Context: an optimization exercise on an open-source flow, tuned for small area, a short achievable clock period and few clock cycles per item. The choices shown serve that exercise and are no tape-out recipe.
Where RTL was checked, it was by simulation tests only, not by an equivalence proof against the original.
Function not checked in runs 1 to 4 and 6: the RTL went through the layout flow alone.
Power figures rest on the tool's default switching activity, not on a simulated workload.

## flow/run.sh

```bash
#!/bin/bash
# synth_recipe.tcl (not shown) runs the flow's synth.tcl, then flattens the netlist and writes it again
# the make line also repeats each setting of config.mk as NAME=value (left out here)
make -C /OpenROAD-flow-scripts/flow DESIGN_CONFIG=/design/flow/config.mk WORK_HOME=/design/flow/orfs CLKGATE_MAP_FILE= SYNTH_SCRIPT=/design/flow/synth_recipe.tcl finish
```

## flow/config.mk

```make
export PLATFORM = sky130hd
export DESIGN_NAME = DCSformer
export DESIGN_NICKNAME = DCSformer
export VERILOG_FILES = /design/flow/design.v
export SDC_FILE = /design/flow/constraint.sdc
export NUM_CORES = 4
export LEC_CHECK = 0
export CAP_MARGIN = 20
export CORE_MARGIN = 2
export CORE_UTILIZATION = 30
export PLACE_DENSITY = 0.5
export SLEW_MARGIN = 20
```

## flow/constraint.sdc

```tcl
create_clock -name core_clock -period 12.0 [get_ports {clk}]
set_input_delay 2.4000 -clock core_clock [delete_from_list [all_inputs] [get_ports {clk}]]
set_output_delay 2.4000 -clock core_clock [all_outputs]
set_load 0.01 [all_outputs]
```

## flow/design.v

```verilog
module DCSformer(
	clk,
	rst_n,
	i_valid,
	w_valid,
	i_data,
	w_data,
	w_ready,
	o_valid,
	o_data
);
input               clk, rst_n, i_valid, w_valid;
input         [7:0] i_data, w_data;
output logic        w_ready, o_valid;
output logic [31:0] o_data;
localparam [2:0] S_IDLE = 3'd0, S_P1 = 3'd1, S_TW = 3'd2, S_PRE = 3'd3,
                 S_WAIT = 3'd4, S_P2 = 3'd5, S_DRAIN = 3'd6;
function automatic [35:0] csa;
	input [17:0] x, y, z;
	begin
		csa = {((x & y) | (x & z) | (y & z)) << 1, x ^ y ^ z};
	end
endfunction
logic       iv_r, wv_r;
logic [7:0] id_r, wd_r;
always_ff @(posedge clk or negedge rst_n) begin
	if (!rst_n) begin
		iv_r <= 1'b0;
		wv_r <= 1'b0;
	end else begin
		iv_r <= i_valid;
		wv_r <= w_valid;
	end
end
always_ff @(posedge clk) begin
	id_r <= i_data;
	wd_r <= w_data;
end
logic [6:0] cnt;
always_ff @(posedge clk or negedge rst_n) begin
	if (!rst_n) cnt <= 7'd0;
	else if (iv_r) cnt <= cnt + 7'd1;
end
logic [111:0][7:0] xd;
always_ff @(posedge clk) xd <= {xd[110:0], id_r};
logic [2:0] st, st_n;
logic [2:0] s, s_n;      
logic       h, h_n;      
logic [3:0] wcnt;        
logic       wr;          
logic       s2_end;
logic [2:0] row_2, wr_row;
always_comb begin
	st_n = st;
	s_n  = s;
	h_n  = h;
	case (st)
		S_IDLE: begin
			s_n = 3'd0;
			h_n = 1'b0;
			if (wr && wr_row == 3'd7) st_n = S_P1;
		end
		S_P1: begin
			s_n = s + 3'd1;
			if (s == 3'd7) st_n = S_TW;
		end
		S_TW: st_n = S_PRE;
		S_PRE: begin
			s_n = 3'd0;
			h_n = 1'b0;
			st_n = (wcnt == 4'd8) ? S_P2 : S_WAIT;
		end
		S_WAIT: begin
			if (wcnt == 4'd8) st_n = S_P2;
		end
		S_P2: begin
			h_n = ~h;
			if (h) begin
				s_n = s + 3'd1;
				if (s == 3'd7) st_n = S_DRAIN;
			end
		end
		S_DRAIN: begin
			s_n = s + 3'd1;
			if (s == 3'd1) st_n = S_IDLE;
		end
		default: st_n = S_IDLE;
	endcase
end
logic q_p2, q_rrot, q_tadv, q_wrot;
logic clrA, sel_tap, sel_lo, sel_hi;
logic s3_t, s3_o;
always_ff @(posedge clk or negedge rst_n) begin
	if (!rst_n) begin
		st <= S_IDLE;
		s  <= 3'd0;
		h  <= 1'b0;
		q_p2 <= 1'b0; q_rrot <= 1'b0; q_tadv <= 1'b0; q_wrot <= 1'b0;
		clrA <= 1'b0; sel_tap <= 1'b0; sel_lo <= 1'b0; sel_hi <= 1'b0;
		s3_t <= 1'b0; s3_o <= 1'b0;
		s2_end <= 1'b0;
		wr     <= 1'b0;
		w_ready <= 1'b0;
		o_valid <= 1'b0;
	end else begin
		st <= st_n;
		s  <= s_n;
		h  <= h_n;
		q_p2    <= (st_n == S_P2);
		q_rrot  <= (st_n == S_P1 && s_n != 3'd7) || (st_n == S_PRE) || (st_n == S_P2 && h_n);
		q_tadv  <= (st_n == S_PRE) || (st_n == S_P2 && h_n);
		q_wrot  <= (st_n == S_P2 && h_n);
		clrA    <= (iv_r && cnt[3:0] == 4'd0) || (st == S_P2 && !h) || (st_n == S_P1);
		sel_tap <= (st_n == S_P1);
		sel_lo  <= iv_r | (st == S_P2 && !h);
		sel_hi  <= (st == S_P2 && h);
		s3_t    <= sel_tap;
		s3_o    <= sel_hi;
		s2_end  <= iv_r & (cnt[3:0] == 4'd15);
		wr      <= s2_end;
		w_ready <= iv_r && (cnt == 7'd125);
		o_valid <= s3_o;
	end
end
always_ff @(posedge clk) begin
	row_2  <= cnt[6:4];
	wr_row <= row_2;
end
logic [7:0][7:0] wsr;
always_ff @(posedge clk or negedge rst_n) begin
	if (!rst_n) wcnt <= 4'd0;
	else if (st == S_P2) wcnt <= 4'd0;
	else if (wv_r) wcnt <= wcnt + 4'd1;
end
always_ff @(posedge clk) begin
	if (wv_r || q_wrot) wsr <= {(q_wrot ? wsr[0] : wd_r), wsr[7:1]};
end
logic [7:0][19:0] acc20;    
logic [7:0][19:0] C0, C1, C2, C3;
logic [3:0][19:0] C4;
logic wrA0, wrA1, wrA2, wrA3, wrA4, wrB1, wrB2, wrB3;
assign wrA0 = wr;
assign wrA1 = wr && wr_row >= 3'd1;
assign wrA2 = wr && wr_row >= 3'd2;
assign wrA3 = wr && wr_row >= 3'd3;
assign wrA4 = wr && wr_row >= 3'd4;
assign wrB3 = wr && wr_row >= 3'd5;
assign wrB2 = wr && wr_row >= 3'd6;
assign wrB1 = wr && wr_row == 3'd7;
always_ff @(posedge clk) begin
	if (q_rrot || wrA0) C0 <= {(q_rrot ? C0[0] : acc20[0]), C0[7:1]};
	if (q_rrot || wrA1) C1[6:0] <= {(q_rrot ? C1[7] : acc20[1]), C1[6:1]};
	if (q_rrot || wrB1) C1[7]   <= q_rrot ? C1[0] : acc20[7];
	if (q_rrot || wrA2) C2[5:0] <= {(q_rrot ? C2[6] : acc20[2]), C2[5:1]};
	if (q_rrot || wrB2) C2[7:6] <= {(q_rrot ? C2[0] : acc20[6]), C2[7]};
	if (q_rrot || wrA3) C3[4:0] <= {(q_rrot ? C3[5] : acc20[3]), C3[4:1]};
	if (q_rrot || wrB3) C3[7:5] <= {(q_rrot ? C3[0] : acc20[5]), C3[7:6]};
	if (q_rrot || wrA4) C4 <= {(q_rrot ? C4[0] : acc20[4]), C4[3:1]};
end
logic [7:0][19:0] tap, tapn;
assign tap[0] = C0[0]; assign tapn[0] = C0[1];
assign tap[1] = C1[7]; assign tapn[1] = C1[0];
assign tap[2] = C2[6]; assign tapn[2] = C2[7];
assign tap[3] = C3[5]; assign tapn[3] = C3[6];
assign tap[4] = C4[0]; assign tapn[4] = C4[1];
assign tap[5] = C3[0]; assign tapn[5] = C3[1];
assign tap[6] = C2[0]; assign tapn[6] = C2[1];
assign tap[7] = C1[0]; assign tapn[7] = C1[1];
logic [7:0][27:0] acc;
logic [7:0]       mask;
logic [7:0][19:0] tq;       
genvar m;
generate
	for (m = 0; m < 8; m = m + 1) begin : lane
		logic [9:0]  a;
		logic [7:0]  b;
		logic [7:0]  xtap;
		logic [35:0] l1a, l1b, l2a, l2b, l3, l4;
		logic [17:0] ps, pc;
		logic [27:0] A, T1, T2;
		if (m == 0) begin : g0
			assign xtap = id_r;
		end else begin : gm
			assign xtap = xd[16*m-1];
		end
		assign a = q_p2 ? (h ? tap[m][19:10] : tap[m][9:0]) : {2'b00, id_r};
		assign b = q_p2 ? (mask[m] ? wsr[(8-m)%8] : 8'd0) : xtap;
		wire [17:0] pp0 = {8'd0, (a & {10{b[0]}})};
		wire [17:0] pp1 = {7'd0, (a & {10{b[1]}}), 1'd0};
		wire [17:0] pp2 = {6'd0, (a & {10{b[2]}}), 2'd0};
		wire [17:0] pp3 = {5'd0, (a & {10{b[3]}}), 3'd0};
		wire [17:0] pp4 = {4'd0, (a & {10{b[4]}}), 4'd0};
		wire [17:0] pp5 = {3'd0, (a & {10{b[5]}}), 5'd0};
		wire [17:0] pp6 = {2'd0, (a & {10{b[6]}}), 6'd0};
		wire [17:0] pp7 = {1'd0, (a & {10{b[7]}}), 7'd0};
		assign l1a = csa(pp0, pp1, pp2);
		assign l1b = csa(pp3, pp4, pp5);
		assign l2a = csa(l1a[17:0], l1a[35:18], l1b[17:0]);
		assign l2b = csa(l1b[35:18], pp6, pp7);
		assign l3  = csa(l2a[17:0], l2a[35:18], l2b[17:0]);
		assign l4  = csa(l3[17:0], l3[35:18], l2b[35:18]);
		always_ff @(posedge clk) begin
			ps <= l4[17:0];
			pc <= l4[35:18];
		end
		assign A  = clrA ? 28'd0 : acc[m];
		assign T1 = ({28{sel_tap}} & {8'd0, tap[m]}) |
		            ({28{sel_lo}}  & {10'd0, ps}) |
		            ({28{sel_hi}}  & {ps, 10'd0});
		assign T2 = ({28{sel_lo}}  & {10'd0, pc}) |
		            ({28{sel_hi}}  & {pc, 10'd0});
		always_ff @(posedge clk) begin
			acc[m] <= A + T1 + T2;
			if (q_tadv) mask[m] <= tapn[m] >= tq[0];
		end
		assign acc20[m] = acc[m][19:0];
	end
endgenerate
logic [30:0] tsum;
assign tsum = acc[0] + acc[1] + acc[2] + acc[3] + acc[4] + acc[5] + acc[6] + acc[7];
always_ff @(posedge clk) begin
	if (s3_t || q_tadv) tq <= {(s3_t ? tsum[22:3] : tq[0]), tq[7:1]};
	if (s3_o) o_data <= {1'b0, tsum};
end
endmodule
```

==> results of run 1 <==
layout make-up:
type,instances,area [sq um]
Multi-Input combinational cell,4692,42200
Clock inverter,120,1520
Sequential cell,2399,58100
Timing Repair Buffer,124,1110
Tap cell,4578,5730
Inverter,1052,3950
Clock buffer,358,7520
Antenna cell,12,30.0
Fill cell,34000,227000
worst max-delay path, delay by kind of cell, from the launching register on:
kind	cells	cell delay [ns]
fa+ha+maj	4	2.00
buf+inv	4	1.47
simple gates	2	0.30
compound gates	1	0.86
flops	1	0.88
kinds of logic after synthesis:
family | after synthesis | share of synthesized area, %
DFF | 2399 | 55.4
xor gates and xnor gates | 234 | 1.96
AOI/OAI and AO/OA | 1181 | 7.63
adders and majority gates | 1318 | 21.1
buffers and inverters | 1237 | 4.44
and+or+nand+nor | 1816 | 7.99
other | 1 | 0.00358
muxes | 142 | 1.45
power groups by stage:
stage / Combinational (mW) / Sequential, mW / Clock [mW]
after CTS: 6.46 / 9.47 / 8.70
after floorplan: 3.89 / 9.40 / 0
after global placement: 6.38 / 9.64 / 0
after global routing: 7.14 / 9.50 / 9.00
after detailed placement: 6.42 / 9.64 / 0
final: 6.53 / 9.48 / 8.47
cells in the final DEF (no fill, tap or decap), drive strengths merged, types with 225 or more instances in the layout:
master  Yosys  layout
inv      1052    1070
nor2      711     711
nand2     471     471
ha        567     567
a21oi     276     276
o21ai     253     253
clkbuf    156     358
a21o      225     225
fa        751     751
dfxtp    1382    1382
edfxtp    983     983
metal layers:
metal | up-vias | global-route usage [%]
met5 | - | 0
met4 | 6 | 5.25
met3 | 424 | 3.89
met2 | 2188 | 26.0
met1 | 31900 | 25.3
li1 | 28200 | -
metrics by stage:
step                util (%)  instances  hold slack (ns)  total power [mW]
floorplan                  -       8328            0.310              13.3
global placement        32.0      12800            0.310              16.0
detailed placement      32.0      12800            0.312              16.1
CTS                     34.6      13300            0.313              24.6
global route            34.6      13300            0.320              25.6
finish                  34.6      13300            0.312              24.5
flip-flops by register name, summed over array words and instances, names as in the netlist, 3 cells and up:
signal / cells
xd: 896
acc: 224
C0: 160
C1: 160
C2: 160
C3: 160
tq: 160
lane.ps: 136
lane.pc: 104
C4: 80
wsr: 64
o_data: 31
id_r: 8
mask: 8
wd_r: 8
cnt: 7
wcnt: 4
row_2: 3
s: 3
st: 3
wr_row: 3
synthesized netlist by cell type (all sizes together), types with 6 or more instances:
master,instances,area share [%]
dfxtp,1382,26
inv,1052,3.8
edfxtp,983,28
fa,751,14
nor2,711,2.6
ha,567,6.8
nand2,471,1.7
a21oi,276,1.3
o21ai,253,1.2
a21o,225,1.6
nand2b,179,1.1
xnor2,170,1.4
clkbuf,156,0.56
nor2b,135,0.81
or2,125,0.75
mux2,75,0.81
a22o,72,0.60
mux2i,67,0.64
xor2,64,0.54
a22oi,58,0.42
a222oi,56,0.54
nand3,49,0.23
o21a,35,0.25
dfrtp,34,0.81
nand4,33,0.20
o21bai,33,0.24
a31oi,29,0.17
and2,29,0.17
buf,29,0.11
nor3,28,0.13
a211oi,25,0.18
and3,18,0.11
o211ai,16,0.13
o31ai,13,0.11
a31o,9,0.075
o22ai,8,0.048
a221oi,7,0.059
and4,7,0.059
o221ai,7,0.070
or3,7,0.042
a2111oi,6,0.050
a21boi,6,0.047
o41ai,6,0.11
worst paths after layout:
path                              start            end  slack [ns]  cells after the start
min in group asynchronous         rst_n        w_ready        1.59                      2
worst min-delay path            xd[623]        xd[631]        0.31                      0
worst max register to register     q_p2  lane[6].ps[9]        6.31                     11
max in group asynchronous         rst_n         q_rrot        9.93                      2
worst max-delay path               q_p2  lane[6].ps[9]        6.31                     11
worst min register to register  xd[623]        xd[631]        0.31                      0
==> out/results.ini, run 1 <==
[global_routing]
track_usage_pct=17.5
grt_pass1_wl_um=448000
grt_pass1_vias=62900
grt-ovfl-total=0
grt_max_degree=181
grt_antenna_before_repair=43

[final_layout]
fin_nets=9874
area_delta_synth_final_pct=14.7
drive_above_1_share_pct=8.58
design_area_sq_mm=0.120

[worst_setup_path]
cpMostUsedCell=fa_1
crit_fanout=69
crit_arrival_ns=6.45
crit_chain=buf_4, buf_4, nor2b_1, a21oi_1, nor2_1, fa_1, inv_1, fa_1, fa_1, inv_1, fa_1
worstSetupPathType=reg2reg
crit_path_max_incr_delay_ns=0.88
cp-end-kind=flop
crit_path_start_kind=flop
cp_data_required_time_ns=12.75
slowest_stage=dfrtp_4

[synthesis]
synth.avg_cell_area_sq_um=12.6
syn_area_sq_mm=0.105
syn_nets=9666
ys_seq_area_share_pct=55.4
yosysUniqueCellTypes=86
ys.flop_type=dfxtp_1
ys_seq_elements=2399
async_flop_share_pct=1.42
ys_warn_count=1
synth-edff-count=983
syn_inst=8328

[sta]
setup_ws_ns=6.31
skew_ns=0.0479
report.final.setup_viol=0
fmax_mhz=176
tns_ns=0
hold_viol=0
grt_setup_unrepaired=false
report.final.slew_viol_count=0
min_period_ns=5.69
slew_headroom_pct=15.8
worstMarginPinSlew_ns=1.25
finalCritPeriodShare_pct=47.5

[die]
io_pins=54
die_h_um=595
fp-row-count=216
die_x_um=595
dieArea_sq_mm=0.354
core_area_sq_mm=0.347
start_util_pct=30.2

[placed_design]
dp_slack_ns=6.33
globalplace.congestion=0.908
numPortBuffers=52
dp.final_hpwl_um=240000
postPlaceCellArea_sq_mm=0.111

[drt]
dr_wl_met2_um=134000
top_layer_used=met5
via_per_inst=4.70
wl_met3_um=24900
wl_met1_um=146000
drt_wl_total_um=314000
drtIter0Drc=6556
drt_first_pass_iters=9
ant_nets=0
dr_total_vias=62700
drc=0
wl_per_cell_um=23.6

[clock_tree]
cts.repair.resized=0
cts_tree=yes
cts-buffers-inserted=267
ctsHtreeMaxLevel=5
postCtsSetupRepairBufs=0
cts.reportedPaths.clkPinSlew_ns=0.06
cts_sinks=2399
clkLatencyLatePin_ns=0.91
clk_root_buffer_cell=clkbuf_16
clock_path_buffers=4
cts_hold_buf=0

[power_and_ir_drop]
ir_worst_vdd_mv=0.436
internal_power_mw=16.3
sequentialPowerShare_pct=38.7
power_leakage_nw=50.7
p_sw_share_pct=33.4
pwr-share-comb_pct=26.7
netSwitchingPower_mw=8.19
p_clk_share_pct=34.6
power_per_cell_area_mw_per_mm2=204

[outcome]
status=complete, no violations

[job]
maxCapViolations=0

[hold_path]
hold_class=reg2reg

==> inputs of run 2 (changes only) <==
--- a/flow/config.mk
+++ b/flow/config.mk
@@ -5,8 +5,9 @@
 export SDC_FILE = /design/flow/constraint.sdc
 export NUM_CORES = 4
 export LEC_CHECK = 0
-export CAP_MARGIN = 20
+export ABC_CLOCK_PERIOD_IN_PS = 4000
+export CAP_MARGIN = 80
 export CORE_MARGIN = 2
 export CORE_UTILIZATION = 30
 export PLACE_DENSITY = 0.5
-export SLEW_MARGIN = 20
+export SLEW_MARGIN = 80
==> run 2 against run 1 <==
Critical path type unchanged. Combinational power grew 21%. Clock skew decreased by 0.00086 ns. Highest routed layer unchanged. Global-route usage is 0.14 points higher. Hold slack lost 0.0035 ns. Final area up 5.3%. Still clean on timing, DRC and antenna. Power increased by 4.1%. Critical endpoint is now o_data[30]. Synthesized area unchanged.
==> out/results.ini, run 2 <==
[outcome]
status=complete, no violations

[synthesis]
yosysUniqueCellTypes=86
ys_top_cells_by_count=1382 x dfxtp_1, 1052 x inv_1, 983 x edfxtp_1, 751 x fa_1, 709 x nor2_1
synth_top_family_by_area=adder cells
synth_top_area_cell=edfxtp_1
ys_seq_area_share_pct=55.4
ys_warn_count=1
synth-xor-area-share_pct=1.96
syn_nets=9666
synth_fa_ha_area_share_pct=21.1
ys_seq_elements=2399
synth.avg_cell_area_sq_um=12.6
ys_top_cells_by_area=edfxtp_1 28%, dfxtp_1 26%, fa_1 14%, ha_1 6.8%, inv_1 3.8%
yosysMostFrequentCell=dfxtp_1
yosysTopAreaCellShare_pct=28.2
synth-simple-area-share_pct=7.99
syn_area_sq_mm=0.105
async_flop_share_pct=1.42
ys.flop_type=dfxtp_1
synth-edff-count=983
syn_inst=8328
synth_compound_area_share_pct=7.63
synthMuxAreaShare_pct=1.45

[sta]
grt_setup_unrepaired=false
tns_ns=0
hold_viol=0
fmax_mhz=180
report.final.setup_viol=0
min_period_ns=5.55
finalCritPeriodShare_pct=46.2
skew_ns=0.0471
report.final.slew_viol_count=0

[worst_setup_path]
crit_path_max_incr_delay_ns=0.56
slowest_stage=fa_1
cp_data_required_time_ns=12.65
cp-startpoint=acc[86]
crit_chain=fa_1, inv_1, fa_1, fa_1, fa_1, inv_1, ha_1, fa_1, a21o_1, a21oi_2, o21a_1, o21ai_1, a21oi_2, o31ai_4, and3_2, a21o_1, a221o_1
crit_fanout=3
crit_arrival_ns=6.19
r2r-start=acc[86]
crit_path_end=o_data[30]
crit_path_start_kind=flop
ff2ff_setup_slack_ns=6.45
worstSetupPathType=reg2reg
cpMostUsedCell=fa_1
r2r_cells=17
worstReg2RegEnd=o_data[30]
cp-end-kind=flop

[clock_tree]
clock_path_buffers=4
cts_hold_buf=0
cts_tree=yes
clkLatencyLatePin_ns=0.89
postCtsSetupRepairBufs=0
cts-buffers-inserted=267
ctsHtreeMaxLevel=5
cts_sinks=2399
cts.reportedPaths.clkPinSlew_ns=0.06
cts.repair.resized=0
clk_root_buffer_cell=clkbuf_16

[die]
dieArea_sq_mm=0.354
die_h_um=595
core_area_sq_mm=0.347
io_pins=54
start_util_pct=30.2
die_x_um=595
fp-row-count=216

[final_layout]
drive_above_1_share_pct=16.7
top_register=xd
area_delta_synth_final_pct=20.8
final_cell_mix=1316 x dfxtp_1, 1009 x inv_1, 983 x edfxtp_1, 744 x fa_1, 698 x nor2_1
top_regs=xd (896), acc (224)
final_common_cell=dfxtp_1
fin_nets=10300
utilization_pct=36.5
largest_reg_flops=896

[drt]
via_per_inst=4.70
wl_per_cell_um=23.0
ant_nets=0
dr_wl_met2_um=135000
wl_met1_um=148000
drtIter0Drc=6448
drt_first_pass_iters=7
top_layer_used=met5
drc=0
wl_met3_um=23200
drt_wl_total_um=317000
dr_total_vias=64700

[placed_design]
numPortBuffers=52
globalplace.congestion=0.908
dp.final_hpwl_um=252000

[global_routing]
grt-ovfl-total=0
track_usage_pct=17.6
grt_pass1_vias=65100
grt_antenna_before_repair=31
grt_max_degree=46
grt_pass1_wl_um=455000

[hold_path]
hold_class=reg2reg

[power_and_ir_drop]
power_leakage_nw=53.3
power_per_cell_area_mw_per_mm2=201
ir_worst_vdd_mv=0.484

[job]
maxCapViolations=0

-- run 2: cell counts after synthesis --
No cell type changed its count.
-- run 2: critical path: cells and delay by family, from the launching register on --
| family | cells | cell delay (ns) |
|---|---|---|
| adder cells (fa/ha/maj) | 6 | 2.81 |
| AO/OA/AOI/OAI | 8 | 1.71 |
| flip-flops | 1 | 0.35 |
| AND/OR/NAND/NOR | 1 | 0.29 |
| buffers and inverters | 2 | 0.13 |
-- run 2: kinds of logic (layout without fill, tap and decap cells) --
group,Yosys count,count (layout)
fa+ha+maj,1318,1318
buf+inv,1237,2096
simple gates,1816,1816
compound gates,1181,1181
flops,2399,2399
other cells,1,7
xor+xnor,234,234
mux,142,142
-- run 2: through the flow --
| step | hold slack [ns] | cell area, sq um | power (mW) | setup WS (ns) | cells |
|---|---|---|---|---|---|
| 2_1_floorplan | 0.310 | 105000 | 13.3 | 3.42 | 8328 |
| 3_3_place_gp | 0.310 | 111000 | 16.0 | 6.43 | 12800 |
| 3_5_place_dp | 0.312 | 117000 | 17.4 | 6.47 | 13300 |
| 4_1_cts | 0.305 | 126000 | 25.7 | 6.46 | 13700 |
| 5_1_grt | 0.313 | 126000 | 26.7 | 6.28 | 13800 |
| 6_report | 0.308 | 127000 | 25.5 | 6.45 | 13800 |
-- run 2: cell type report --
| class | instances | area [sq um] |
|---|---|---|
| Fill cell | 33500 | 220000 |
| Sequential cell | 2399 | 58200 |
| Multi-Input combinational cell | 4692 | 44400 |
| Clock buffer | 360 | 7480 |
| Tap cell | 4578 | 5730 |
| Timing Repair Buffer | 560 | 5500 |
| Inverter | 1052 | 3970 |
| Clock inverter | 124 | 1280 |
| Antenna cell | 6 | 15.0 |
-- run 2: worst min path at each step --
stage,from,end,slack [ns],cells past startpoint
after floorplan,row_2[0],wr_row[0],0.31,0
after global placement,xd[517],xd[525],0.31,0
after detailed placement,row_2[0],wr_row[0],0.31,0
after CTS,xd[240],xd[248],0.31,0
after global routing,xd[240],xd[248],0.31,0
final,xd[451],xd[459],0.31,0
-- run 2: where the power goes --
group | internal [mW] | switching [mW]
clock network | 4.75 | 3.42
logic | 3.07 | 4.81
registers | 9.10 | 0.339
-- run 2: metal layers --
layer | up-vias | track usage (%)
li1 | 29100 | -
met1 | 32900 | 26.1
met2 | 2301 | 26.0
met3 | 426 | 2.93
met4 | 2 | 5.78
met5 | - | 0
==> inputs of run 3 (changes only) <==
--- a/flow/config.mk
+++ b/flow/config.mk
@@ -8,6 +8,6 @@
 export ABC_CLOCK_PERIOD_IN_PS = 4000
 export CAP_MARGIN = 80
 export CORE_MARGIN = 2
-export CORE_UTILIZATION = 30
-export PLACE_DENSITY = 0.5
+export CORE_UTILIZATION = 55
+export PLACE_DENSITY = 0.65
 export SLEW_MARGIN = 80
==> run 3 against run 2 <==
Still clean on timing, DRC and antenna. Final cell count is 16% lower. Routed wire length fell by 6.6%. Clock skew rose by 0.057 ns. Maximum frequency fell by 0.19%. Clock-buffer cell count down 57. Setup slack worse by 0.011 ns. Utilization is 28 points higher. Synthesized cell count stayed put. Register-to-register slack about the same. Critical path type unchanged.
==> out/results.ini, run 3 <==
[drt]
drc=0
drt_wl_total_um=296000
drt_first_pass_iters=7
ant_nets=0
drtIter0Drc=6676
wl_per_cell_um=25.5
via_per_inst=5.56
dr_total_vias=64500

[clock_tree]
cts.repair.resized=0
clk_root_buffer_cell=clkbuf_16
cts_hold_buf=0
ctsHtreeMaxLevel=4
cts-buffers-inserted=233
postCtsSetupRepairBufs=0
clock_path_buffers=3
cts_tree=yes
cts.reportedPaths.clkPinSlew_ns=0.06
cts_sinks=2399
clkLatencyLatePin_ns=0.91

[global_routing]
grt_antenna_before_repair=17
grt_max_degree=46
track_usage_pct=30.7
grt_pass1_vias=63900
grt_pass1_wl_um=428000
grt-ovfl-total=0

[job]
maxCapViolations=0

[die]
io_pins=54
start_util_pct=55.2
die_h_um=440
die_x_um=440
dieArea_sq_mm=0.194
fp-row-count=160
core_area_sq_mm=0.190

[synthesis]
synth_top_area_cell=edfxtp_1
syn_inst=8328
ys.flop_type=dfxtp_1
ys_seq_elements=2399
ys_top_cells_by_count=1382 x dfxtp_1, 1052 x inv_1, 983 x edfxtp_1, 751 x fa_1, 709 x nor2_1
syn_nets=9666
ys_seq_area_share_pct=55.4
syn_area_sq_mm=0.105
synth-edff-count=983
yosysUniqueCellTypes=86
synth.avg_cell_area_sq_um=12.6
ys_top_cells_by_area=edfxtp_1 28%, dfxtp_1 26%, fa_1 14%, ha_1 6.8%, inv_1 3.8%
yosysMostFrequentCell=dfxtp_1
async_flop_share_pct=1.42
ys_warn_count=1
yosysTopAreaCellShare_pct=28.2

[sta]
report.final.setup_viol=0
grt_setup_unrepaired=false
fmax_mhz=180
whs_ns=0.309
hold_viol=0
tns_ns=0
finalCritPeriodShare_pct=46.3
skew_ns=0.104
report.final.slew_viol_count=0
setup_ws_ns=6.44
min_period_ns=5.56

[power_and_ir_drop]
power.total_mw=24.1
pwr-share-comb_pct=29.3
power_leakage_nw=52.7
internal_power_mw=16.2
netSwitchingPower_mw=7.90
p_clk_share_pct=31.7
power_per_cell_area_mw_per_mm2=196
ir_worst_vdd_mv=0.400
p_sw_share_pct=32.7
sequentialPowerShare_pct=39.1

[worst_setup_path]
crit_family=buffers and inverters
crit_buf_inv=9
cp_data_required_time_ns=12.72
slowest_stage=clkdlybuf4s50_1
worstSetupPathType=reg2reg
crit_path_start_kind=flop
crit_arrival_ns=6.28
cpMostUsedCell=buf_16
crit_fanout=30
crit_chain=buf_8, buf_16, buf_16, buf_8, buf_16, buf_16, a222oi_1, clkdlybuf4s50_1, fa_1, inv_1, ha_1, a21o_1, a21o_1, a21oi_1, nand3_1, o31ai_4, buf_2, o31ai_4, a41o_1, o41a_1, xor2_1
crit_path_max_incr_delay_ns=0.57
cp-end-kind=flop

[final_layout]
utilization_pct=64.7
seq_area_sq_mm=0.0581
area_delta_synth_final_pct=17.3
final_cells=11600
top_register=xd
fin_nets=10200
drive_above_1_share_pct=15.9
top_regs=xd (896), acc (224)
largest_reg_flops=896
multi_input_area_sq_mm=0.0442
design_area_sq_mm=0.123
nFillCells=14200
final_common_cell=dfxtp_1
final_cell_mix=1337 x dfxtp_1, 1004 x inv_1, 983 x edfxtp_1, 749 x fa_1, 703 x nor2_1

[placed_design]
postPlaceCellArea_sq_mm=0.114
dp.cells=11100
dp.final_hpwl_um=233000
globalplace.congestion=1.00
numPortBuffers=52
dp_slack_ns=6.61

[outcome]
status=complete, no violations

[hold_path]
hold_class=reg2reg

run 3: layout make-up:
cell class	instances	area share (%)
tap	2511	2.56
clock buffer	303	5.23
multi-input combinational	4692	35.9
clock inverter	142	1.43
antenna	7	0.0143
inverter	1052	3.23
sequential	2399	47.3
timing repair buffer	494	4.28
run 3: cell families (layout without fill, tap and decap cells):
group	Yosys count	count (layout)	synth area share (%)
multiplexers	142	142	1.45
buffers and inverters	1237	1991	4.44
XOR/XNOR	234	234	1.96
adder cells (fa/ha/maj)	1318	1318	21.1
other	1	8	0.00358
flip-flops	2399	2399	55.4
AO/OA/AOI/OAI	1181	1181	7.63
AND/OR/NAND/NOR	1816	1816	7.99
run 3: power by group through the flow:
stage	combinational, mW	clock (mW)	sequential (mW)
after floorplan	3.89	0	9.40
after global placement	5.82	0	9.61
after detailed placement	6.69	0	9.59
after CTS	6.72	7.76	9.42
after global routing	7.68	8.08	9.45
final	7.06	7.65	9.43
run 3: final timing paths:
kind | slack, ns | cells after the start | to | start
hold reg to reg | 0.31 | 0 | xd[341] | xd[333]
setup / recovery | 6.44 | 21 | acc[166] | sel_lo
setup reg to reg | 6.44 | 21 | acc[166] | sel_lo
hold / removal | 0.31 | 0 | xd[341] | xd[333]
min in group asynchronous | 1.30 | 1 | cnt[0] | rst_n
max in group asynchronous | 10.31 | 2 | sel_tap | rst_n
run 3: routing by layer:
metal / share of wire, % / routed length, um / vias up / track usage [%]
li1: - / - / 28900 / -
met5: 0.0044 / 13 / - / 0
met2: 42 / 124000 / 2712 / 43.6
met1: 44 / 131000 / 32400 / 45.4
met4: 3.9 / 11600 / 2 / 11.3
met3: 9.7 / 28800 / 504 / 7.72
==> inputs of run 4 (changes only) <==
--- a/flow/design.v
+++ b/flow/design.v
@@ -87,17 +87,16 @@
 		default: st_n = S_IDLE;
 	endcase
 end
-logic q_p2, q_rrot, q_tadv, q_wrot;
-logic clrA, sel_tap, sel_lo, sel_hi;
-logic s3_t, s3_o;
+logic q_rrot, q_tadv, q_wrot;
+logic s3_t, s3_o, s3_hi;
 always_ff @(posedge clk or negedge rst_n) begin
 	if (!rst_n) begin
 		st <= S_IDLE;
 		s  <= 3'd0;
 		h  <= 1'b0;
-		q_p2 <= 1'b0; q_rrot <= 1'b0; q_tadv <= 1'b0; q_wrot <= 1'b0;
-		clrA <= 1'b0; sel_tap <= 1'b0; sel_lo <= 1'b0; sel_hi <= 1'b0;
-		s3_t <= 1'b0; s3_o <= 1'b0;
+		q_rrot <= 1'b0; q_tadv <= 1'b0; q_wrot <= 1'b0;
+		stap <= 1'b0;
+		s3_t <= 1'b0; s3_o <= 1'b0; s3_hi <= 1'b0;
 		s2_end <= 1'b0;
 		wr     <= 1'b0;
 		w_ready <= 1'b0;
@@ -106,16 +105,13 @@
 		st <= st_n;
 		s  <= s_n;
 		h  <= h_n;
-		q_p2    <= (st_n == S_P2);
 		q_rrot  <= (st_n == S_P1 && s_n != 3'd7) || (st_n == S_PRE) || (st_n == S_P2 && h_n);
 		q_tadv  <= (st_n == S_PRE) || (st_n == S_P2 && h_n);
 		q_wrot  <= (st_n == S_P2 && h_n);
-		clrA    <= (iv_r && cnt[3:0] == 4'd0) || (st == S_P2 && !h) || (st_n == S_P1);
-		sel_tap <= (st_n == S_P1);
-		sel_lo  <= iv_r | (st == S_P2 && !h);
-		sel_hi  <= (st == S_P2 && h);
-		s3_t    <= sel_tap;
-		s3_o    <= sel_hi;
+		stap    <= (st_n == S_P1);
+		s3_hi   <= (st == S_P2 && h);
+		s3_t    <= stap;
+		s3_o    <= s3_hi;
 		s2_end  <= iv_r & (cnt[3:0] == 4'd15);
 		wr      <= s2_end;
 		w_ready <= iv_r && (cnt == 7'd125);
@@ -169,6 +165,14 @@
 logic [7:0][27:0] acc;
 logic [7:0]       mask;
 logic [7:0][19:0] tq;       
+logic [6:0] nidx;           
+assign nidx = iv_r ? cnt + 7'd1 : cnt;
+logic [7:0] mask_n;         
+logic [7:0] sin, slo, shi, sw, clr, tlo, thi;
+logic       stap;
+logic       p2h0_n, p2h1_n;
+assign p2h0_n = (st_n == S_P2) && !h_n;
+assign p2h1_n = (st_n == S_P2) && h_n;
 genvar m;
 generate
 	for (m = 0; m < 8; m = m + 1) begin : lane
@@ -183,8 +187,24 @@
 		end else begin : gm
 			assign xtap = xd[16*m-1];
 		end
-		assign a = q_p2 ? (h ? tap[m][19:10] : tap[m][9:0]) : {2'b00, id_r};
-		assign b = q_p2 ? (mask[m] ? wsr[(8-m)%8] : 8'd0) : xtap;
+		always_ff @(posedge clk or negedge rst_n) begin
+			if (!rst_n) begin
+				sin[m] <= 1'b0; slo[m] <= 1'b0; shi[m] <= 1'b0; sw[m] <= 1'b0;
+				clr[m] <= 1'b0; tlo[m] <= 1'b0; thi[m] <= 1'b0;
+			end else begin
+				sin[m] <= i_valid && (nidx[6:4] >= m);
+				slo[m] <= p2h0_n && mask_n[m];
+				shi[m] <= p2h1_n && mask_n[m];
+				sw[m]  <= (st_n == S_P2) && mask_n[m];
+				clr[m] <= (sin[m] && cnt[3:0] == 4'd0) || (st == S_P2 && !h) || (st_n == S_P1);
+				tlo[m] <= sin[m] || slo[m];
+				thi[m] <= shi[m];
+			end
+		end
+		assign mask_n[m] = q_tadv ? (tapn[m] >= tq[0]) : mask[m];
+		assign a = ({10{shi[m]}} & tap[m][19:10]) | ({10{slo[m]}} & tap[m][9:0]) |
+		           ({10{sin[m]}} & {2'b00, id_r});
+		assign b = ({8{sw[m]}} & wsr[(8-m)%8]) | ({8{sin[m]}} & xtap);
 		wire [17:0] pp0 = {8'd0, (a & {10{b[0]}})};
 		wire [17:0] pp1 = {7'd0, (a & {10{b[1]}}), 1'd0};
 		wire [17:0] pp2 = {6'd0, (a & {10{b[2]}}), 2'd0};
@@ -203,15 +223,15 @@
 			ps <= l4[17:0];
 			pc <= l4[35:18];
 		end
-		assign A  = clrA ? 28'd0 : acc[m];
-		assign T1 = ({28{sel_tap}} & {8'd0, tap[m]}) |
-		            ({28{sel_lo}}  & {10'd0, ps}) |
-		            ({28{sel_hi}}  & {ps, 10'd0});
-		assign T2 = ({28{sel_lo}}  & {10'd0, pc}) |
-		            ({28{sel_hi}}  & {pc, 10'd0});
+		assign A  = clr[m] ? 28'd0 : acc[m];
+		assign T1 = ({28{stap}}   & {8'd0, tap[m]}) |
+		            ({28{tlo[m]}} & {10'd0, ps}) |
+		            ({28{thi[m]}} & {ps, 10'd0});
+		assign T2 = ({28{tlo[m]}} & {10'd0, pc}) |
+		            ({28{thi[m]}} & {pc, 10'd0});
 		always_ff @(posedge clk) begin
 			acc[m] <= A + T1 + T2;
-			if (q_tadv) mask[m] <= tapn[m] >= tq[0];
+			mask[m] <= mask_n[m];
 		end
 		assign acc20[m] = acc[m][19:0];
 	end
==> flow/config.mk (replaced) <==
export PLATFORM = sky130hd
export DESIGN_NAME = DCSformer
export DESIGN_NICKNAME = DCSformer
export VERILOG_FILES = /design/flow/design.v
export SDC_FILE = /design/flow/constraint.sdc
export NUM_CORES = 4
export LEC_CHECK = 0
export CAP_MARGIN = 20
export CORE_MARGIN = 2
export CORE_UTILIZATION = 30
export PLACE_DENSITY = 0.5
export SLEW_MARGIN = 20
==> run 4 against run 3 <==
Global-route usage down 12 points. Flip-flop and latch count up 52. Maximum frequency down 3.1%. Final area down 1.1%. Combinational power down 44%. First-iteration DRC count up 8.8%. Critical path depth down 1. Die area up 84%. Utilization down 30 points. Sequential share of layout area up 1.5 points.
==> out/results.ini, run 4 <==
[worst_setup_path]
crit_path_max_incr_delay_ns=0.72
crit_arrival_ns=6.35
worstSetupPathType=reg2reg
crit_fanout=5
ff2ff_setup_slack_ns=6.26
cp-end-kind=flop
slowest_stage=o31ai_1
crit_family=adder cells
crit_buf_inv=5
crit_chain=inv_1, fa_1, inv_1, fa_1, fa_1, inv_1, fa_1, inv_1, ha_1, inv_1, fa_1, nor2b_1, o31a_1, nor3_1, o31ai_1, a31o_2, a211o_1, a21oi_1, xnor2_1, mux2_2
cp_data_required_time_ns=12.62
crit_path_start_kind=flop

[sta]
min_period_ns=5.74
grt_setup_unrepaired=false
report.final.slew_viol_count=0
hold_viol=0
whs_ns=0.304
report.final.setup_viol=0
tns_ns=0
skew_ns=0.0646
finalCritPeriodShare_pct=47.8
fmax_mhz=174
slew_headroom_pct=18.3
worstMarginPinSlew_ns=1.22

[die]
dieArea_sq_mm=0.356
fp-row-count=217
die_x_um=597
start_util_pct=30.2
die_h_um=597
io_pins=54
core_area_sq_mm=0.350

[global_routing]
grt-ovfl-total=0
grt_max_degree=92
track_usage_pct=18.6
grt_pass1_vias=65100
grt_antenna_before_repair=40
grt_pass1_wl_um=476000

[clock_tree]
cts.repair.resized=0
cts_sinks=2451
cts_tree=yes
clock_path_buffers=4
clkLatencyLatePin_ns=0.91
postCtsSetupRepairBufs=0
ctsHtreeMaxLevel=5
clk_root_buffer_cell=clkbuf_16
cts_hold_buf=0
cts-buffers-inserted=270
cts.reportedPaths.clkPinSlew_ns=0.06

[drt]
wl_per_cell_um=24.8
drtIter0Drc=7265
drt_wl_total_um=335000
via_per_inst=4.79
dr_total_vias=64700
drt_first_pass_iters=13
ant_nets=0
drc=0

[final_layout]
final_cell_mix=1385 x dfxtp_1, 1079 x inv_1, 975 x edfxtp_1, 751 x fa_1, 730 x nor2_1
design_area_sq_mm=0.122
fin_nets=9997
final_common_cell=dfxtp_1
seq_area_sq_mm=0.0593
top_regs=xd (896), acc (224)
area_delta_synth_final_pct=15.2
nFillCells=34200
multi_input_area_sq_mm=0.0414
drive_above_1_share_pct=9.00
largest_reg_flops=896
top_register=xd

[synthesis]
syn_inst=8368
synth.avg_cell_area_sq_um=12.6
ys_top_cells_by_area=edfxtp_1 28%, dfxtp_1 26%, fa_1 14%, ha_1 6.7%, inv_1 3.8%
synth_top_area_cell=edfxtp_1
async_flop_share_pct=3.51
yosysMostFrequentCell=dfxtp_1
syn_nets=9706
ys.flop_type=dfxtp_1
ys_warn_count=1
ys_top_cells_by_count=1390 x dfxtp_1, 1080 x inv_1, 975 x edfxtp_1, 751 x fa_1, 730 x nor2_1
synth-edff-count=975
ys_seq_elements=2451
syn_area_sq_mm=0.105
yosysTopAreaCellShare_pct=27.8
ys_seq_area_share_pct=56.2
yosysUniqueCellTypes=76

[power_and_ir_drop]
ir_worst_vdd_mv=0.435
power_leakage_nw=50.8
power_per_cell_area_mw_per_mm2=179

[placed_design]
numPortBuffers=52
dp.final_hpwl_um=256000
globalplace.congestion=0.940
postPlaceCellArea_sq_mm=0.112

[hold_path]
hold_class=reg2reg

[outcome]
status=complete, no violations

[job]
maxCapViolations=0

## run 4: changes by cell type after synthesis, moves of 13 or more
| cell | previous run | this run |
|---|---|---|
| a22oi_1 | 58 | 141 |
| mux2i_1 | 67 | 2 |
| a222oi_1 | 56 | 120 |
| a211oi_1 | 24 | 37 |
| a21o_1 | 223 | 179 |
| nor2b_1 | 135 | 47 |
| a21oi_1 | 274 | 251 |
| nor2_1 | 709 | 730 |
| mux2_2 | 75 | 47 |
| dfrtp_1 | 34 | 86 |
| inv_1 | 1052 | 1080 |
| clkbuf_1 | 156 | 192 |
| o21ai_0 | 244 | 272 |
## run 4: layer usage
metal  GRT usage (%)  share of wire (%)  routed length, um  vias to the layer above
met5               0              0.014                 46                        -
met4            6.50                3.5              11600                        6
met3            2.80                6.7              22300                      469
met2            29.5                 46             153000                     2410
met1            25.9                 44             148000                    33000
li1                -                  -                  -                    28800
## run 4: logic make-up after synthesis
logic type               share of synthesized area (%)
flip-flops                                        56.2
AND/OR/NAND/NOR                                   7.40
adder cells (fa/ha/maj)                           21.0
buffers and inverters                             4.59
AO/OA/AOI/OAI                                     8.39
XOR/XNOR                                          1.94
multiplexers                                     0.521
other                                          0.00355
## run 4: cell type report
type | count | area share, %
multi-input cells | 4627 | 34.1
well taps | 4599 | 4.74
inverters | 1081 | 3.34
diodes | 18 | 0.0371
clock buffers | 357 | 6.26
repair buffers | 228 | 1.50
clock inverters | 134 | 1.25
flip-flops and latches | 2451 | 48.8
## run 4: path summary, 6_finish.rpt
kind | startpoint | cells past startpoint | end
worst max-delay path | acc[86] | 20 | tq[159]
worst min-delay path | xd[158] | 0 | xd[166]
worst max register to register | acc[86] | 20 | tq[159]
worst min register to register | xd[158] | 0 | xd[166]
max in group asynchronous | rst_n | 3 | stap
min in group asynchronous | rst_n | 1 | s[2]
## run 4: metrics by stage
| step | total power, mW | instances | util, % | setup WS (ns) |
|---|---|---|---|---|
| 6_report | 21.7 | 13500 | 34.8 | 6.26 |
| 5_1_grt | 22.7 | 13500 | 34.7 | 5.92 |
| 4_1_cts | 22.0 | 13500 | 34.7 | 6.28 |
| 3_5_place_dp | 13.5 | 13000 | 32.1 | 6.30 |
| 3_3_place_gp | 13.5 | 13000 | 32.1 | 6.29 |
| 2_1_floorplan | 11.7 | 8368 | - | 3.37 |
## run 4: power breakdown
part           switching [mW]  internal [mW]
sequential              0.225           9.07
clock                    3.46           5.04
combinational            2.61           1.33
total                    6.30           15.4
## run 4: worst register-to-register path: stages, from the launching register on
cell and delay (ns):
dfxtp_1 0.30, inv_1 0.08, fa_1 0.56, inv_1 0.10, fa_1 0.50, fa_1 0.49, inv_1 0.05, fa_1 0.42
inv_1 0.07, ha_1 0.20, inv_1 0.08, fa_1 0.46, nor2b_1 0.16, o31a_1 0.19, nor3_1 0.08, o31ai_1 0.72
a31o_2 0.35, a211o_1 0.14, a21oi_1 0.07, xnor2_1 0.17, mux2_2 0.28
==> inputs of run 5 (changes only) <==
--- a/flow/design.v
+++ b/flow/design.v
@@ -14,11 +14,17 @@
 output logic        w_ready, o_valid;
 output logic [31:0] o_data;
 localparam [2:0] S_IDLE = 3'd0, S_P1 = 3'd1, S_TW = 3'd2, S_PRE = 3'd3,
-                 S_WAIT = 3'd4, S_P2 = 3'd5, S_DRAIN = 3'd6;
+                 S_WAIT = 3'd4, S_P2 = 3'd5;
 function automatic [35:0] csa;
 	input [17:0] x, y, z;
 	begin
 		csa = {((x & y) | (x & z) | (y & z)) << 1, x ^ y ^ z};
+	end
+endfunction
+function automatic [61:0] csa31;
+	input [30:0] x, y, z;
+	begin
+		csa31 = {((x & y) | (x & z) | (y & z)) << 1, x ^ y ^ z};
 	end
 endfunction
 logic       iv_r, wv_r;
@@ -64,7 +70,10 @@
 			s_n = s + 3'd1;
 			if (s == 3'd7) st_n = S_TW;
 		end
-		S_TW: st_n = S_PRE;
+		S_TW: begin
+			s_n = s + 3'd1;
+			if (s == 3'd1) st_n = S_PRE;
+		end
 		S_PRE: begin
 			s_n = 3'd0;
 			h_n = 1'b0;
@@ -77,18 +86,14 @@
 			h_n = ~h;
 			if (h) begin
 				s_n = s + 3'd1;
-				if (s == 3'd7) st_n = S_DRAIN;
+				if (s == 3'd7) st_n = S_IDLE;
 			end
-		end
-		S_DRAIN: begin
-			s_n = s + 3'd1;
-			if (s == 3'd1) st_n = S_IDLE;
 		end
 		default: st_n = S_IDLE;
 	endcase
 end
 logic q_rrot, q_tadv, q_wrot;
-logic s3_t, s3_o, s3_hi;
+logic s3_t, s3_o, s3_hi, s4_t, s4_o;
 always_ff @(posedge clk or negedge rst_n) begin
 	if (!rst_n) begin
 		st <= S_IDLE;
@@ -96,7 +101,7 @@
 		h  <= 1'b0;
 		q_rrot <= 1'b0; q_tadv <= 1'b0; q_wrot <= 1'b0;
 		stap <= 1'b0;
-		s3_t <= 1'b0; s3_o <= 1'b0; s3_hi <= 1'b0;
+		s3_t <= 1'b0; s3_o <= 1'b0; s3_hi <= 1'b0; s4_t <= 1'b0; s4_o <= 1'b0;
 		s2_end <= 1'b0;
 		wr     <= 1'b0;
 		w_ready <= 1'b0;
@@ -112,10 +117,12 @@
 		s3_hi   <= (st == S_P2 && h);
 		s3_t    <= stap;
 		s3_o    <= s3_hi;
+		s4_t    <= s3_t;
+		s4_o    <= s3_o;
 		s2_end  <= iv_r & (cnt[3:0] == 4'd15);
 		wr      <= s2_end;
 		w_ready <= iv_r && (cnt == 7'd125);
-		o_valid <= s3_o;
+		o_valid <= s4_o;
 	end
 end
 always_ff @(posedge clk) begin
@@ -236,10 +243,21 @@
 		assign acc20[m] = acc[m][19:0];
 	end
 endgenerate
-logic [30:0] tsum;
-assign tsum = acc[0] + acc[1] + acc[2] + acc[3] + acc[4] + acc[5] + acc[6] + acc[7];
-always_ff @(posedge clk) begin
-	if (s3_t || q_tadv) tq <= {(s3_t ? tsum[22:3] : tq[0]), tq[7:1]};
-	if (s3_o) o_data <= {1'b0, tsum};
+logic [61:0] t1a, t1b, t2a, t2b, t3, t4;
+logic [30:0] ts, tc, tsum;
+assign t1a = csa31({3'd0, acc[0]}, {3'd0, acc[1]}, {3'd0, acc[2]});
+assign t1b = csa31({3'd0, acc[3]}, {3'd0, acc[4]}, {3'd0, acc[5]});
+assign t2a = csa31(t1a[30:0], t1a[61:31], t1b[30:0]);
+assign t2b = csa31(t1b[61:31], {3'd0, acc[6]}, {3'd0, acc[7]});
+assign t3  = csa31(t2a[30:0], t2a[61:31], t2b[30:0]);
+assign t4  = csa31(t3[30:0], t3[61:31], t2b[61:31]);
+always_ff @(posedge clk) begin
+	ts <= t4[30:0];
+	tc <= t4[61:31];
+end
+assign tsum = ts + tc;
+always_ff @(posedge clk) begin
+	if (s4_t || q_tadv) tq <= {(s4_t ? tsum[22:3] : tq[0]), tq[7:1]};
+	if (s4_o) o_data <= {1'b0, tsum};
 end
 endmodule
==> flow/flow/run.sh (new file) <==
#!/bin/bash
set -uo pipefail
cd "$(dirname "$0")/.."
bash standard.sh SETUP_SLACK_MARGIN=8 SKIP_GATE_CLONING=1 \
  "BUFFER_PORTS_ARGS=-buffer_cell sky130_fd_sc_hd__buf_4" finish > flow_standard.log 2>&1
==> flow/standard.sh (new file) <==
#!/bin/bash
# synth_recipe.tcl (not shown) runs the flow's synth.tcl, then flattens the netlist and writes it again
# the make line also repeats each setting of config.mk as NAME=value (left out here)
make -C /OpenROAD-flow-scripts/flow DESIGN_CONFIG=/design/flow/config.mk WORK_HOME=/design/flow/orfs CLKGATE_MAP_FILE= SYNTH_SCRIPT=/design/flow/synth_recipe.tcl "${@:-finish}"
removed: flow/run.sh
==> run 5 against run 4 <==
Synthesized cell count shrank 0.72%. Maximum frequency up 39%. Hold slack got worse by 0.051 ns. Routed wire length is 0.11% lower. Die area rose by 1.2%. Final area up 2.6%. Critical path type unchanged.
==> out/results.ini, run 5 <==
[clock_tree]
cts.reportedPaths.clkPinSlew_ns=0.06
clkLatencyLatePin_ns=0.93
cts_hold_buf=0
cts-buffers-inserted=281
clk_root_buffer_cell=clkbuf_16
cts_tree=yes
clock_path_buffers=4
cts_sinks=2511
ctsHtreeMaxLevel=5

[power_and_ir_drop]
ir_worst_vdd_mv=0.127
p_clk_share_pct=44.0
pwr-share-comb_pct=7.4
netSwitchingPower_mw=4.96
p_sw_share_pct=25.2
power_per_cell_area_mw_per_mm2=158
sequentialPowerShare_pct=48.6
power_leakage_nw=50.6
internal_power_mw=14.7

[hold_path]
hold_class=reg2reg
holdPathStages=0

[synthesis]
syn_area_sq_mm=0.107
synth.avg_cell_area_sq_um=12.9
ys_top_cells_by_area=edfxtp_1 27%, dfxtp_1 27%, fa_1 14%, ha_1 6.6%, inv_1 3.3%
yosysMostFrequentCell=dfxtp_1
syn_nets=9646
yosysTopAreaCellShare_pct=27.4
synth_top_area_cell=edfxtp_1
ys_warn_count=1
ys_seq_elements=2511
syn_inst=8308
async_flop_share_pct=3.50
ys_seq_area_share_pct=56.6
yosysUniqueCellTypes=77
ys_top_cells_by_count=1448 x dfxtp_1, 975 x edfxtp_1, 930 x inv_1, 924 x nand2_1, 751 x fa_1
ys.flop_type=dfxtp_1
synth-edff-count=975

[die]
start_util_pct=30.1
core_area_sq_mm=0.355
die_x_um=601
die_h_um=601
fp-row-count=219
dieArea_sq_mm=0.361
io_pins=54

[worst_setup_path]
r2r_cells=16
crit_path_start_kind=flop
ff2ff_setup_slack_ns=7.87
crit_arrival_ns=4.97
worstSetupPathType=reg2reg
cp-end-kind=flop
crit_path_end=acc[136]
cp-startpoint=stap
cp_data_required_time_ns=12.84
r2r-start=stap
worstReg2RegEnd=acc[136]
crit_fanout=17

[sta]
report.final.slew_viol_count=0
finalCritPeriodShare_pct=34.4
slew_headroom_pct=30.4
worstMarginPinSlew_ns=1.04
whs_ns=0.253
skew_ns=0.101
min_period_ns=4.13
tns_ns=0
fmax_mhz=242
grt_setup_unrepaired=true
hold_viol=0
report.final.setup_viol=0

[global_routing]
grt-ovfl-total=0
grt_pass1_vias=65600
grt_max_degree=141
grt_pass1_wl_um=472000
track_usage_pct=18.1
grt_antenna_before_repair=40

[final_layout]
multi_input_area_sq_mm=0.0435
seq_area_sq_mm=0.0605
final_common_cell=dfxtp_1
final_cells=13600
fin_nets=9944
drive_above_1_share_pct=11.7
final_cell_mix=1442 x dfxtp_1, 975 x edfxtp_1, 917 x inv_1, 917 x nand2_1, 744 x fa_1
area_delta_synth_final_pct=16.8
utilization_pct=35.1
largest_reg_flops=896
nFillCells=34800
top_regs=xd (896), acc (224)
top_register=xd

[job]
maxCapViolations=0

[drt]
wl_per_cell_um=24.5
via_per_inst=4.73
dr_total_vias=64400
ant_nets=0
drc=0
drt_wl_total_um=334000
drt_first_pass_iters=6
drtIter0Drc=6146

[outcome]
status=complete, no violations

[placed_design]
dp.cells=13000
numPortBuffers=52
dp.final_hpwl_um=249000
globalplace.congestion=0.944

-- run 5: cell families (layout without fill, tap and decap cells) --
kind of cell	count (synthesis)	count (layout)	synth area share (%)
multiplexers	135	135	1.42
adder cells (fa/ha/maj)	1318	1318	20.7
AO/OA/AOI/OAI	1225	1225	7.95
other	1	34	0.00351
flip-flops	2511	2511	56.6
XOR/XNOR	236	236	1.94
AND/OR/NAND/NOR	1763	1763	7.40
buffers and inverters	1119	1650	3.94
-- run 5: repair_timing --
item | 4_1_cts | 5_1_grt
setup buffers | 38 | 46
endpoints found under the hold margin | 0 | 0
resized for setup | 144 | 183
endpoints found under the setup margin | 171 | 90
pin swaps | 59 | 157
cloned | 0 | 0
-- run 5: metal layers --
layer / up-vias / global-route usage (%) / share of wire (%)
met5: - / 0 / 0.017
met4: 8 / 7.89 / 4.8
met3: 522 / 3.19 / 6.9
met2: 2243 / 28.8 / 46
met1: 32900 / 24.2 / 43
li1: 28700 / - / -
-- run 5: critical path, stage by stage (launching register included) --
cell,delay (ns)
dfrtp_4,0.54
buf_16,0.17
buf_12,0.13
buf_16,0.17
a22o_1,0.27
fa_1,0.60
ha_4,0.23
a21oi_2,0.13
o211ai_1,0.16
o31ai_2,0.29
o21ai_2,0.16
a311oi_2,0.39
o21ai_1,0.15
a21o_1,0.23
a21o_1,0.20
a21oi_2,0.15
xnor2_1,0.12
-- run 5: worst min path at each step --
stage	end	from
after floorplan	wr_row[0]	row_2[0]
after global placement	xd[711]	xd[703]
after detailed placement	xd[19]	xd[11]
after CTS	xd[154]	xd[146]
after global routing	wr_row[2]	row_2[2]
final	xd[154]	xd[146]
-- run 5: final cells by class --
cell class | instances | share of cell area [%]
clock buffer | 386 | 6.32
clock inverter | 130 | 1.11
tap | 4751 | 4.77
inverter | 930 | 2.80
multi-input combinational | 4678 | 34.9
timing repair buffer | 204 | 1.49
antenna | 33 | 0.0662
sequential | 2511 | 48.5
-- run 5: power groups by stage --
stage	sequential [mW]	combinational, mW	clock, mW
global route	9.56	1.63	9.22
finish	9.55	1.45	8.65
detailed placement	9.73	1.43	0
floorplan	9.46	0.930	0
global placement	9.73	1.42	0
CTS	9.55	1.46	8.88
-- run 5: stage by stage --
stage | power, mW | worst slack [ns] | instance area (sq um)
after floorplan | 10.4 | 8.01 | 107000
after global placement | 11.1 | 6.16 | 113000
after detailed placement | 11.2 | 6.08 | 113000
after CTS | 19.9 | 7.83 | 123000
after global routing | 20.4 | 7.73 | 125000
final | 19.7 | 7.87 | 125000
Testbench counts of run 5, summed over its fixed seeds: cycles 10,384, items 64.
==> inputs of run 6 (changes only) <==
--- a/flow/design.v
+++ b/flow/design.v
@@ -70,10 +70,7 @@
 			s_n = s + 3'd1;
 			if (s == 3'd7) st_n = S_TW;
 		end
-		S_TW: begin
-			s_n = s + 3'd1;
-			if (s == 3'd1) st_n = S_PRE;
-		end
+		S_TW: st_n = S_PRE;
 		S_PRE: begin
 			s_n = 3'd0;
 			h_n = 1'b0;
@@ -93,15 +90,15 @@
 	endcase
 end
 logic q_rrot, q_tadv, q_wrot;
-logic s3_t, s3_o, s3_hi, s4_t, s4_o;
+logic s3_o, s3_hi, s4_t, s4_o;
 always_ff @(posedge clk or negedge rst_n) begin
 	if (!rst_n) begin
 		st <= S_IDLE;
 		s  <= 3'd0;
 		h  <= 1'b0;
 		q_rrot <= 1'b0; q_tadv <= 1'b0; q_wrot <= 1'b0;
-		stap <= 1'b0;
-		s3_t <= 1'b0; s3_o <= 1'b0; s3_hi <= 1'b0; s4_t <= 1'b0; s4_o <= 1'b0;
+		p1t <= 1'b0;
+		s3_o <= 1'b0; s3_hi <= 1'b0; s4_t <= 1'b0; s4_o <= 1'b0;
 		s2_end <= 1'b0;
 		wr     <= 1'b0;
 		w_ready <= 1'b0;
@@ -113,11 +110,10 @@
 		q_rrot  <= (st_n == S_P1 && s_n != 3'd7) || (st_n == S_PRE) || (st_n == S_P2 && h_n);
 		q_tadv  <= (st_n == S_PRE) || (st_n == S_P2 && h_n);
 		q_wrot  <= (st_n == S_P2 && h_n);
-		stap    <= (st_n == S_P1);
+		p1t     <= (st_n == S_P1);
 		s3_hi   <= (st == S_P2 && h);
-		s3_t    <= stap;
 		s3_o    <= s3_hi;
-		s4_t    <= s3_t;
+		s4_t    <= p1t;
 		s4_o    <= s3_o;
 		s2_end  <= iv_r & (cnt[3:0] == 4'd15);
 		wr      <= s2_end;
@@ -175,8 +171,8 @@
 logic [6:0] nidx;           
 assign nidx = iv_r ? cnt + 7'd1 : cnt;
 logic [7:0] mask_n;         
-logic [7:0] sin, slo, shi, sw, clr, tlo, thi;
-logic       stap;
+logic [7:0] sin, slo, shi, sw, clr, thi;
+logic       p1t;            
 logic       p2h0_n, p2h1_n;
 assign p2h0_n = (st_n == S_P2) && !h_n;
 assign p2h1_n = (st_n == S_P2) && h_n;
@@ -197,14 +193,14 @@
 		always_ff @(posedge clk or negedge rst_n) begin
 			if (!rst_n) begin
 				sin[m] <= 1'b0; slo[m] <= 1'b0; shi[m] <= 1'b0; sw[m] <= 1'b0;
-				clr[m] <= 1'b0; tlo[m] <= 1'b0; thi[m] <= 1'b0;
+				clr[m] <= 1'b0; thi[m] <= 1'b0;
 			end else begin
 				sin[m] <= i_valid && (nidx[6:4] >= m);
 				slo[m] <= p2h0_n && mask_n[m];
 				shi[m] <= p2h1_n && mask_n[m];
 				sw[m]  <= (st_n == S_P2) && mask_n[m];
-				clr[m] <= (sin[m] && cnt[3:0] == 4'd0) || (st == S_P2 && !h) || (st_n == S_P1);
-				tlo[m] <= sin[m] || slo[m];
+				clr[m] <= (sin[m] && cnt[3:0] == 4'd0) || (s2_end && row_2 == 3'd7) ||
+				          (st == S_P2 && !h);
 				thi[m] <= shi[m];
 			end
 		end
@@ -231,11 +227,8 @@
 			pc <= l4[35:18];
 		end
 		assign A  = clr[m] ? 28'd0 : acc[m];
-		assign T1 = ({28{stap}}   & {8'd0, tap[m]}) |
-		            ({28{tlo[m]}} & {10'd0, ps}) |
-		            ({28{thi[m]}} & {ps, 10'd0});
-		assign T2 = ({28{tlo[m]}} & {10'd0, pc}) |
-		            ({28{thi[m]}} & {pc, 10'd0});
+		assign T1 = thi[m] ? {ps, 10'd0} : {10'd0, ps};
+		assign T2 = thi[m] ? {pc, 10'd0} : {10'd0, pc};
 		always_ff @(posedge clk) begin
 			acc[m] <= A + T1 + T2;
 			mask[m] <= mask_n[m];
@@ -245,10 +238,14 @@
 endgenerate
 logic [61:0] t1a, t1b, t2a, t2b, t3, t4;
 logic [30:0] ts, tc, tsum;
-assign t1a = csa31({3'd0, acc[0]}, {3'd0, acc[1]}, {3'd0, acc[2]});
-assign t1b = csa31({3'd0, acc[3]}, {3'd0, acc[4]}, {3'd0, acc[5]});
+logic [7:0][27:0] tin;
+for (genvar k = 0; k < 8; k = k + 1) begin : g_tin
+	assign tin[k] = acc[k] | ({8'd0, tap[k]} & {28{p1t}});
+end
+assign t1a = csa31({3'd0, tin[0]}, {3'd0, tin[1]}, {3'd0, tin[2]});
+assign t1b = csa31({3'd0, tin[3]}, {3'd0, tin[4]}, {3'd0, tin[5]});
 assign t2a = csa31(t1a[30:0], t1a[61:31], t1b[30:0]);
-assign t2b = csa31(t1b[61:31], {3'd0, acc[6]}, {3'd0, acc[7]});
+assign t2b = csa31(t1b[61:31], {3'd0, tin[6]}, {3'd0, tin[7]});
 assign t3  = csa31(t2a[30:0], t2a[61:31], t2b[30:0]);
 assign t4  = csa31(t3[30:0], t3[61:31], t2b[61:31]);
 always_ff @(posedge clk) begin
@@ -258,6 +255,6 @@
 assign tsum = ts + tc;
 always_ff @(posedge clk) begin
 	if (s4_t || q_tadv) tq <= {(s4_t ? tsum[22:3] : tq[0]), tq[7:1]};
-	if (s4_o) o_data <= {1'b0, tsum};
+	o_data <= {1'b0, tsum};
 end
 endmodule
==> flow/flow/run.sh (replaced) <==
#!/bin/bash
set -uo pipefail
cd "$(dirname "$0")/.."
bash standard.sh SETUP_SLACK_MARGIN=8.5 SKIP_GATE_CLONING=1 \
  "BUFFER_PORTS_ARGS=-buffer_cell sky130_fd_sc_hd__buf_4" finish > flow_standard.log 2>&1
==> run 6 against run 5 <==
Highest routed layer unchanged. Synthesized area is 0.37% higher. Power is 5.2% higher. Still clean on timing, DRC and antenna. Combinational power is 51% higher. Hold slack better by 0.047 ns. Critical endpoint is now o_valid. Largest cell class unchanged. Global-route usage is 0.45 points lower. Non-clock buffer count is 100 higher.
==> out/results.ini, run 6 <==
[outcome]
status=complete, no violations

[final_layout]
largest_reg_flops=896
final_common_cell=dfxtp_1
design_area_sq_mm=0.128
top_register=xd
final_cell_mix=1431 x dfxtp_1, 944 x edfxtp_1, 839 x inv_1, 820 x nand2_1, 736 x fa_1
top_regs=xd (896), acc (224)
utilization_pct=36.0
drive_above_1_share_pct=16.2
fin_nets=10100
area_delta_synth_final_pct=19.3

[drt]
drtIter0Drc=6004
wl_per_cell_um=24.0
dr_total_vias=64300
drt_wl_total_um=329000
drc=0
drt_first_pass_iters=17
ant_nets=0
via_per_inst=4.68

[worst_setup_path]
crit_fanout=1
crit_chain=buf_6
crit_path_max_incr_delay_ns=0.47
crit_family=flip-flops
worstSetupPathType=reg2out
cp-startpoint=o_valid
cp_data_required_time_ns=9.60
crit_buf_inv=1
r2r-start=thi[3]
crit_path_start_kind=flop
slowest_stage=dfrtp_2
crit_arrival_ns=1.51
cp-end-kind=primary output

[power_and_ir_drop]
power_leakage_nw=52.0
ir_worst_vdd_mv=0.133
netSwitchingPower_mw=5.37
sequentialPowerShare_pct=46.4
power_per_cell_area_mw_per_mm2=162
p_sw_share_pct=26.0
internal_power_mw=15.3
p_clk_share_pct=43.0
pwr-share-comb_pct=10.6
power.total_mw=20.7

[clock_tree]
clock_path_buffers=4
cts_sinks=2502
cts.reportedPaths.clkPinSlew_ns=0.06
cts_tree=yes
ctsHtreeMaxLevel=5
clk_root_buffer_cell=clkbuf_16
cts_hold_buf=0
cts-buffers-inserted=281
clkLatencyLatePin_ns=0.91

[die]
dieArea_sq_mm=0.362
io_pins=54
core_area_sq_mm=0.356
fp-row-count=219
die_x_um=602
die_h_um=602
start_util_pct=30.1

[placed_design]
dp.final_hpwl_um=243000
numPortBuffers=52
globalplace.congestion=0.944
postPlaceCellArea_sq_mm=0.113

[sta]
min_period_ns=3.91
finalCritPeriodShare_pct=32.6
report.final.setup_viol=0
whs_ns=0.301
hold_viol=0
report.final.slew_viol_count=0
worstMarginPinSlew_ns=1.06
slew_headroom_pct=29.1
skew_ns=0.0539
grt_setup_unrepaired=true
fmax_mhz=256
tns_ns=0

[global_routing]
grt-ovfl-total=0
grt_pass1_wl_um=465000
grt_pass1_vias=65300
track_usage_pct=17.7
grt_max_degree=87
grt_antenna_before_repair=33

[synthesis]
ys_top_cells_by_count=1479 x dfxtp_1, 944 x edfxtp_1, 877 x nand2_1, 845 x inv_1, 751 x fa_1
async_flop_share_pct=3.16
syn_area_sq_mm=0.107
ys.flop_type=dfxtp_1
yosysMostFrequentCell=dfxtp_1
synth.avg_cell_area_sq_um=12.8
ys_seq_area_share_pct=55.9
yosysUniqueCellTypes=84
synth-edff-count=944
synth_top_area_cell=dfxtp_1
syn_inst=8344
syn_nets=9681
ys_seq_elements=2502
ys_warn_count=1
ys_top_cells_by_area=dfxtp_1 28%, edfxtp_1 26%, fa_1 14%, ha_1 6.6%, nand2_1 3.1%
yosysTopAreaCellShare_pct=27.6

[job]
maxCapViolations=0

[hold_path]
hold_class=reg2reg
hp-start=xd[331]

run 6: power by group through the flow:
stage | registers (mW) | logic [mW] | clock network (mW)
finish | 9.60 | 2.19 | 8.90
global route | 9.61 | 2.43 | 9.43
CTS | 9.60 | 2.06 | 9.12
detailed placement | 9.78 | 1.96 | 0
global placement | 9.79 | 1.94 | 0
floorplan | 9.49 | 1.31 | 0
run 6: worst paths after layout:
path	cells past startpoint	slack, ns	to
max in group asynchronous	2	8.91	clr[0]
min in group asynchronous	1	1.53	thi[3]
max	1	8.09	o_valid
min reg2reg	0	0.30	xd[339]
max reg2reg	15	8.42	acc[111]
min	0	0.30	xd[339]
run 6: cell families after synthesis:
kind of cell | share of synthesized area [%]
DFF | 55.9
and+or+nand+nor | 8.17
adders and majority gates | 20.6
AOI/OAI and AO/OA | 7.04
buffers and inverters | 3.68
muxes | 2.58
xor gates and xnor gates | 1.96
other | 0.00350
run 6: layer usage:
metal,wire (um),up-vias,part of all wire [%],track usage (%)
li1,-,28800,-,-
met1,148000,32900,45,24.9
met2,144000,2064,44,27.2
met3,23300,537,7.1,2.91
met4,14100,8,4.3,6.71
met5,57,-,0.017,0
run 6: area by class of cell:
type                    count  area (sq um)
fillers                 34600        228000
flip-flops and latches   2502         60100
multi-input cells        4798         45900
clock buffers             389          8020
well taps                4751          5940
repair buffers            304          3230
inverters                 845          3180
clock inverters           123          1570
diodes                     14          35.0
run 6: through the flow:
stage,worst slack (ns),instances
2_1_floorplan,6.45,8344
3_3_place_gp,7.40,13000
3_5_place_dp,7.38,13000
4_1_cts,8.01,13600
5_1_grt,8.05,13700
6_report,8.09,13700
run 6: what timing repair did:
action / 4_1_cts / 5_1_grt
pin swaps: 57 / 140
setup endpoints to repair: 589 / 274
gates resized for setup: 378 / 346
buffers inserted: 107 / 94
endpoints found under the hold margin: 0 / 0

-- what the ideal ports hide --
No port has a modelled driver above. Below, the same layouts with a new extraction and two added sets of constraints.
Step 1 sets driving cells, clkbuf_16 on the clock port and buf_2 on the other inputs (assumed; they add their load-dependent delay and slew).
Step 2 adds t to the input delays and takes it off the output delays; t is the mean of the earliest and latest rising clock arrival at the registers after step 1. Input paths then give back, and output paths get back, about the clock's delay inside the block.
Three values: no drivers, after step 1, after step 2; two values: the first two.
run | shift t [ns] | slack for setup (ns) | latest minus earliest clock arrival (ns) | worst slew at a driven data input, ns | pins driven straight from the clock port
run 1 | 0.980 | 6.306 / 6.306 / 6.306 | 0.050 / 0.050 | 0.04 | 1
run 2 | 0.978 | 6.451 / 6.451 / 6.451 | 0.061 / 0.061 | 0.04 | 1
run 3 | 0.946 | 6.441 / 6.441 / 6.441 | 0.108 / 0.109 | 0.05 | 1
run 4 | 0.970 | 6.264 / 6.264 / 6.264 | 0.071 / 0.071 | 0.10 | 1
run 5 | 0.982 | 7.868 / 7.868 / 7.868 | 0.113 / 0.113 | 0.13 | 1
run 6 | 0.984 | 8.090 / 7.992 / 7.994 | 0.061 / 0.061 | 0.05 | 1
After both steps setup and hold are still met in every run listed. The setup slack of run 6, which loses most, moves by -0.098 ns with the drivers and by -0.096 ns with both steps. The worst setup slack also covers recovery checks on asynchronous resets.
